Source: an optimization exercise on an open RTL-to-GDS flow (aim: small area, a short achievable clock period and few clock cycles per item). Production flows keep margins and buffers that such runs may drop. Where RTL was checked, it was by simulation tests only, not by an equivalence proof against the original. Power is estimated from default activity; no workload was simulated.

==> flow/design.v (excerpt) <==
module Microprocessor(
    input [7:0] Instruction,
    input CLK_IN,
    input RST,
	input [3:0] SEL_REG,
    output [7:0] Read_Address,	 
    output [6:0] SEG1,   
	output [6:0] SEG2,	 
	output [6:0] SEG3,   
	output [6:0] SEG4,	 
	output [6:0] SEG5,   
	output [6:0] SEG6	 
    );
==> module Registers, before the edit <==
module Registers(
    input CLK,
    input RST,
    input [1:0] Read_Reg1,
    input [1:0] Read_Reg2,
    input [1:0] Write_Reg,
    input [7:0] Reg_Write_Data,
    input RegWrite,
    input [7:0] Result,
	input [3:0] SEL_REG,
	output [6:0] SEG_High,
	output [6:0] SEG_Low,
    output [7:0] Read_Data1,
    output [7:0] Read_Data2,
    output reg [7:0] Reg_Write_Data_Save
    );
	reg [7:0] register0;
	reg [7:0] register1;
	reg [7:0] register2;
	reg [7:0] register3;
	assign Read_Data1 = (Read_Reg1 == 2'b00) ? register0 :
						(Read_Reg1 == 2'b01) ? register1 :
						(Read_Reg1 == 2'b10) ? register2 :
						register3;
	assign Read_Data2 = (Read_Reg2 == 2'b00) ? register0 :
						(Read_Reg2 == 2'b01) ? register1 :
						(Read_Reg2 == 2'b10) ? register2 :
						register3;
	wire [6:0] s0h, s0l, s1h, s1l, s2h, s2l, s3h, s3l;
	v7_Segment V0H(.hex(register0[7:4]), .seg(s0h));
	v7_Segment V0L(.hex(register0[3:0]), .seg(s0l));
	v7_Segment V1H(.hex(register1[7:4]), .seg(s1h));
	v7_Segment V1L(.hex(register1[3:0]), .seg(s1l));
	v7_Segment V2H(.hex(register2[7:4]), .seg(s2h));
	v7_Segment V2L(.hex(register2[3:0]), .seg(s2l));
	v7_Segment V3H(.hex(register3[7:4]), .seg(s3h));
	v7_Segment V3L(.hex(register3[3:0]), .seg(s3l));
	wire p0 = SEL_REG[0] | (SEL_REG[3:1] == 3'b000);
	wire p1 = ~SEL_REG[0] & SEL_REG[1];
	wire p2 = ~SEL_REG[0] & ~SEL_REG[1] & SEL_REG[2];
	wire p3 = ~SEL_REG[0] & ~SEL_REG[1] & ~SEL_REG[2] & SEL_REG[3];
	assign SEG_High = ({7{p0}} & s0h) | ({7{p1}} & s1h) | ({7{p2}} & s2h) | ({7{p3}} & s3h);
	assign SEG_Low  = ({7{p0}} & s0l) | ({7{p1}} & s1l) | ({7{p2}} & s2l) | ({7{p3}} & s3l);
	always @(posedge CLK) begin
		if(RST) begin
			register0 <= 0;
			register1 <= 0;
			register2 <= 0;
			register3 <= 0;
		end else if(RegWrite == 1'b1) begin
			case(Write_Reg)
				2'b00 : register0 <= Reg_Write_Data;
				2'b01 : register1 <= Reg_Write_Data;
				2'b10 : register2 <= Reg_Write_Data;
				2'b11 : register3 <= Reg_Write_Data;
			endcase
		end
	end
	always @(posedge CLK or posedge RST) begin
		if(RST) begin
			Reg_Write_Data_Save <= 0;
		end else begin
			Reg_Write_Data_Save <= Result;
		end
	end
endmodule
==> module Microprocessor, before the edit <==
module Microprocessor(
    input [7:0] Instruction,
    input CLK_IN,
    input RST,
	input [3:0] SEL_REG,
    output [7:0] Read_Address,	 
    output [6:0] SEG1,   
	output [6:0] SEG2,	 
	output [6:0] SEG3,   
	output [6:0] SEG4,	 
	output [6:0] SEG5,   
	output [6:0] SEG6	 
    );
	wire [1:0] op = Instruction[7:6];
	wire [1:0] rs = Instruction[5:4];
	wire [1:0] rt = Instruction[3:2];
	wire [1:0] rd = Instruction[1:0];
	wire [7:0] Imm;
	wire [7:0] Read_Data1, Read_Data2, Read_Data;
	wire [7:0] Reg_Write_Data_Save;
	Sign_Extend SE1(.IN(Instruction[1:0]), .OUT(Imm));
	wire is_load  = (op == 2'b01);
	wire is_store = (op == 2'b10);
	wire is_jump  = (op == 2'b11);
	wire [7:0] Sum  = Read_Data1 + Read_Data2;	 
	wire [7:0] Addr = Read_Data1 + Imm;		 
	wire [7:0] Result = is_load ? Read_Data : (is_store ? Addr : Sum);
	PC P1(.CLK(CLK_IN), .RST(RST), .Jump(is_jump), .Imm(Imm), .PCout(Read_Address));
	Registers R1(.CLK(CLK_IN), .RST(RST), .Read_Reg1(rs), .Read_Reg2(rt),
				.Write_Reg(is_load ? rt : rd), .Reg_Write_Data(is_load ? Read_Data : Sum),
				.RegWrite(op[1] == 1'b0), .Result(Result),
				.Read_Data1(Read_Data1), .Read_Data2(Read_Data2),
				.Reg_Write_Data_Save(Reg_Write_Data_Save),
				.SEL_REG(SEL_REG), .SEG_High(SEG5), .SEG_Low(SEG6));
	Data_Memory D1(.CLK(CLK_IN), .RST(RST), .Address(Addr[4:0]),
				.Write_Data(Read_Data2), .MemWrite(is_store), .Read_Data(Read_Data));
	v7_Segment V1(.hex(Reg_Write_Data_Save[7:4]), .seg(SEG1));
	v7_Segment V2(.hex(Reg_Write_Data_Save[3:0]), .seg(SEG2));
	v7_Segment V3(.hex(Read_Address[7:4]), .seg(SEG3));
	v7_Segment V4(.hex(Read_Address[3:0]), .seg(SEG4));
endmodule
Settings: LEC_CHECK=0, CAP_MARGIN=20, CORE_MARGIN=2, CORE_UTILIZATION=40, SETUP_SLACK_MARGIN=2, SLEW_MARGIN=20; clock period 6.0 ns.
standard.sh (not shown) runs the stock make flow with config.mk's settings and CLKGATE_MAP_FILE= SYNTH_SCRIPT=/design/flow/synth_recipe.tcl, a recipe that flattens the netlist after the stock synthesis.
==> flow/flow/run.sh <==
#!/bin/bash
# The standard layout (the standard.sh: unchanged synthesis, floorplan,
# placement, CTS, routing), with the port buffers that buffer_ports inserts
# made plain buffers instead of the default delay-cell buffers.
set -euo pipefail
export BUFFER_PORTS_ARGS="-buffer_cell sky130_fd_sc_hd__buf_2"
bash standard.sh > standard.log 2>&1
The baseline finished with timing, DRC and antenna clean.
Then changed:
--- a/flow/design.v
+++ b/flow/design.v
@@ -90,11 +90,10 @@
     input [1:0] Write_Reg,
     input [7:0] Reg_Write_Data,
     input RegWrite,
     input [7:0] Result,
-	input [3:0] SEL_REG,
-	output [6:0] SEG_High,
-	output [6:0] SEG_Low,
+	input [1:0] Reg_Data_Select,
+	output [7:0] Reg_Data,
     output [7:0] Read_Data1,
     output [7:0] Read_Data2,
     output reg [7:0] Reg_Write_Data_Save
     );
@@ -109,23 +108,12 @@
 	assign Read_Data2 = (Read_Reg2 == 2'b00) ? register0 :
 						(Read_Reg2 == 2'b01) ? register1 :
 						(Read_Reg2 == 2'b10) ? register2 :
 						register3;
-	wire [6:0] s0h, s0l, s1h, s1l, s2h, s2l, s3h, s3l;
-	v7_Segment V0H(.hex(register0[7:4]), .seg(s0h));
-	v7_Segment V0L(.hex(register0[3:0]), .seg(s0l));
-	v7_Segment V1H(.hex(register1[7:4]), .seg(s1h));
-	v7_Segment V1L(.hex(register1[3:0]), .seg(s1l));
-	v7_Segment V2H(.hex(register2[7:4]), .seg(s2h));
-	v7_Segment V2L(.hex(register2[3:0]), .seg(s2l));
-	v7_Segment V3H(.hex(register3[7:4]), .seg(s3h));
-	v7_Segment V3L(.hex(register3[3:0]), .seg(s3l));
-	wire p0 = SEL_REG[0] | (SEL_REG[3:1] == 3'b000);
-	wire p1 = ~SEL_REG[0] & SEL_REG[1];
-	wire p2 = ~SEL_REG[0] & ~SEL_REG[1] & SEL_REG[2];
-	wire p3 = ~SEL_REG[0] & ~SEL_REG[1] & ~SEL_REG[2] & SEL_REG[3];
-	assign SEG_High = ({7{p0}} & s0h) | ({7{p1}} & s1h) | ({7{p2}} & s2h) | ({7{p3}} & s3h);
-	assign SEG_Low  = ({7{p0}} & s0l) | ({7{p1}} & s1l) | ({7{p2}} & s2l) | ({7{p3}} & s3l);
+	assign Reg_Data = (Reg_Data_Select == 2'b00) ? register0 :
+					  (Reg_Data_Select == 2'b01) ? register1 :
+					  (Reg_Data_Select == 2'b10) ? register2 :
+					  register3;
 	always @(posedge CLK) begin
 		if(RST) begin
 			register0 <= 0;
 			register1 <= 0;
@@ -225,26 +213,31 @@
 	wire [1:0] rt = Instruction[3:2];
 	wire [1:0] rd = Instruction[1:0];
 	wire [7:0] Imm;
 	wire [7:0] Read_Data1, Read_Data2, Read_Data;
+	wire [7:0] Reg_Data;
 	wire [7:0] Reg_Write_Data_Save;
+	wire [1:0] Reg_Data_Select;
 	Sign_Extend SE1(.IN(Instruction[1:0]), .OUT(Imm));
 	wire is_load  = (op == 2'b01);
 	wire is_store = (op == 2'b10);
 	wire is_jump  = (op == 2'b11);
 	wire [7:0] Sum  = Read_Data1 + Read_Data2;	 
 	wire [7:0] Addr = Read_Data1 + Imm;		 
 	wire [7:0] Result = is_load ? Read_Data : (is_store ? Addr : Sum);
 	PC P1(.CLK(CLK_IN), .RST(RST), .Jump(is_jump), .Imm(Imm), .PCout(Read_Address));
+	Reg_Data_Select_Converter RDSC1(.IN(SEL_REG), .OUT(Reg_Data_Select));
 	Registers R1(.CLK(CLK_IN), .RST(RST), .Read_Reg1(rs), .Read_Reg2(rt),
 				.Write_Reg(is_load ? rt : rd), .Reg_Write_Data(is_load ? Read_Data : Sum),
 				.RegWrite(op[1] == 1'b0), .Result(Result),
 				.Read_Data1(Read_Data1), .Read_Data2(Read_Data2),
 				.Reg_Write_Data_Save(Reg_Write_Data_Save),
-				.SEL_REG(SEL_REG), .SEG_High(SEG5), .SEG_Low(SEG6));
+				.Reg_Data_Select(Reg_Data_Select), .Reg_Data(Reg_Data));
 	Data_Memory D1(.CLK(CLK_IN), .RST(RST), .Address(Addr[4:0]),
 				.Write_Data(Read_Data2), .MemWrite(is_store), .Read_Data(Read_Data));
 	v7_Segment V1(.hex(Reg_Write_Data_Save[7:4]), .seg(SEG1));
 	v7_Segment V2(.hex(Reg_Write_Data_Save[3:0]), .seg(SEG2));
 	v7_Segment V3(.hex(Read_Address[7:4]), .seg(SEG3));
 	v7_Segment V4(.hex(Read_Address[3:0]), .seg(SEG4));
-endmodule
+	v7_Segment V5(.hex(Reg_Data[7:4]), .seg(SEG5));
+	v7_Segment V6(.hex(Reg_Data[3:0]), .seg(SEG6));
+endmodule
After rerunning:
- area after synthesis decreases by 3.6%
- total power is higher by 4.3%
- cell area went down by 1.6%
- clock power climbs by 12%
- core utilization came out higher by 0.80 points
- sequential power hardly moves
Testbench counts after the change, summed over its fixed seeds: cycles 6,109, instructions 6,109.
For the first run of this note, only the layout was checked, not whether the RTL still works.

## static timing again, ports no longer ideal
The flow's constraints put no driver on any port. The routed layouts listed below were extracted and timed again, unchanged, in two steps.
Step 1 sets driving cells, clkbuf_16 on the clock port and buf_2 on the other inputs (assumed; they add their load-dependent delay and slew).
Step 2 times the ports against the registers' clock, not the clock port: input delays grow and output delays shrink by t, the midpoint of the rising clock arrivals with the driver on.
Slacks: ideal / step 1 / step 2; pairs: ideal / step 1.
run | t (ns) | setup slack, ns | worst register clock-pin slew, ns
the first run | 0.552 | 1.733 / 1.715 / 1.163 | 0.06 / 0.06
the second run | 0.573 | 1.976 / 1.911 / 1.460 | 0.07 / 0.07
After both steps every run listed still meets setup and hold. For the first run, which loses most, drivers alone change the setup slack by -0.018 ns; drivers and shift together by -0.570 ns.
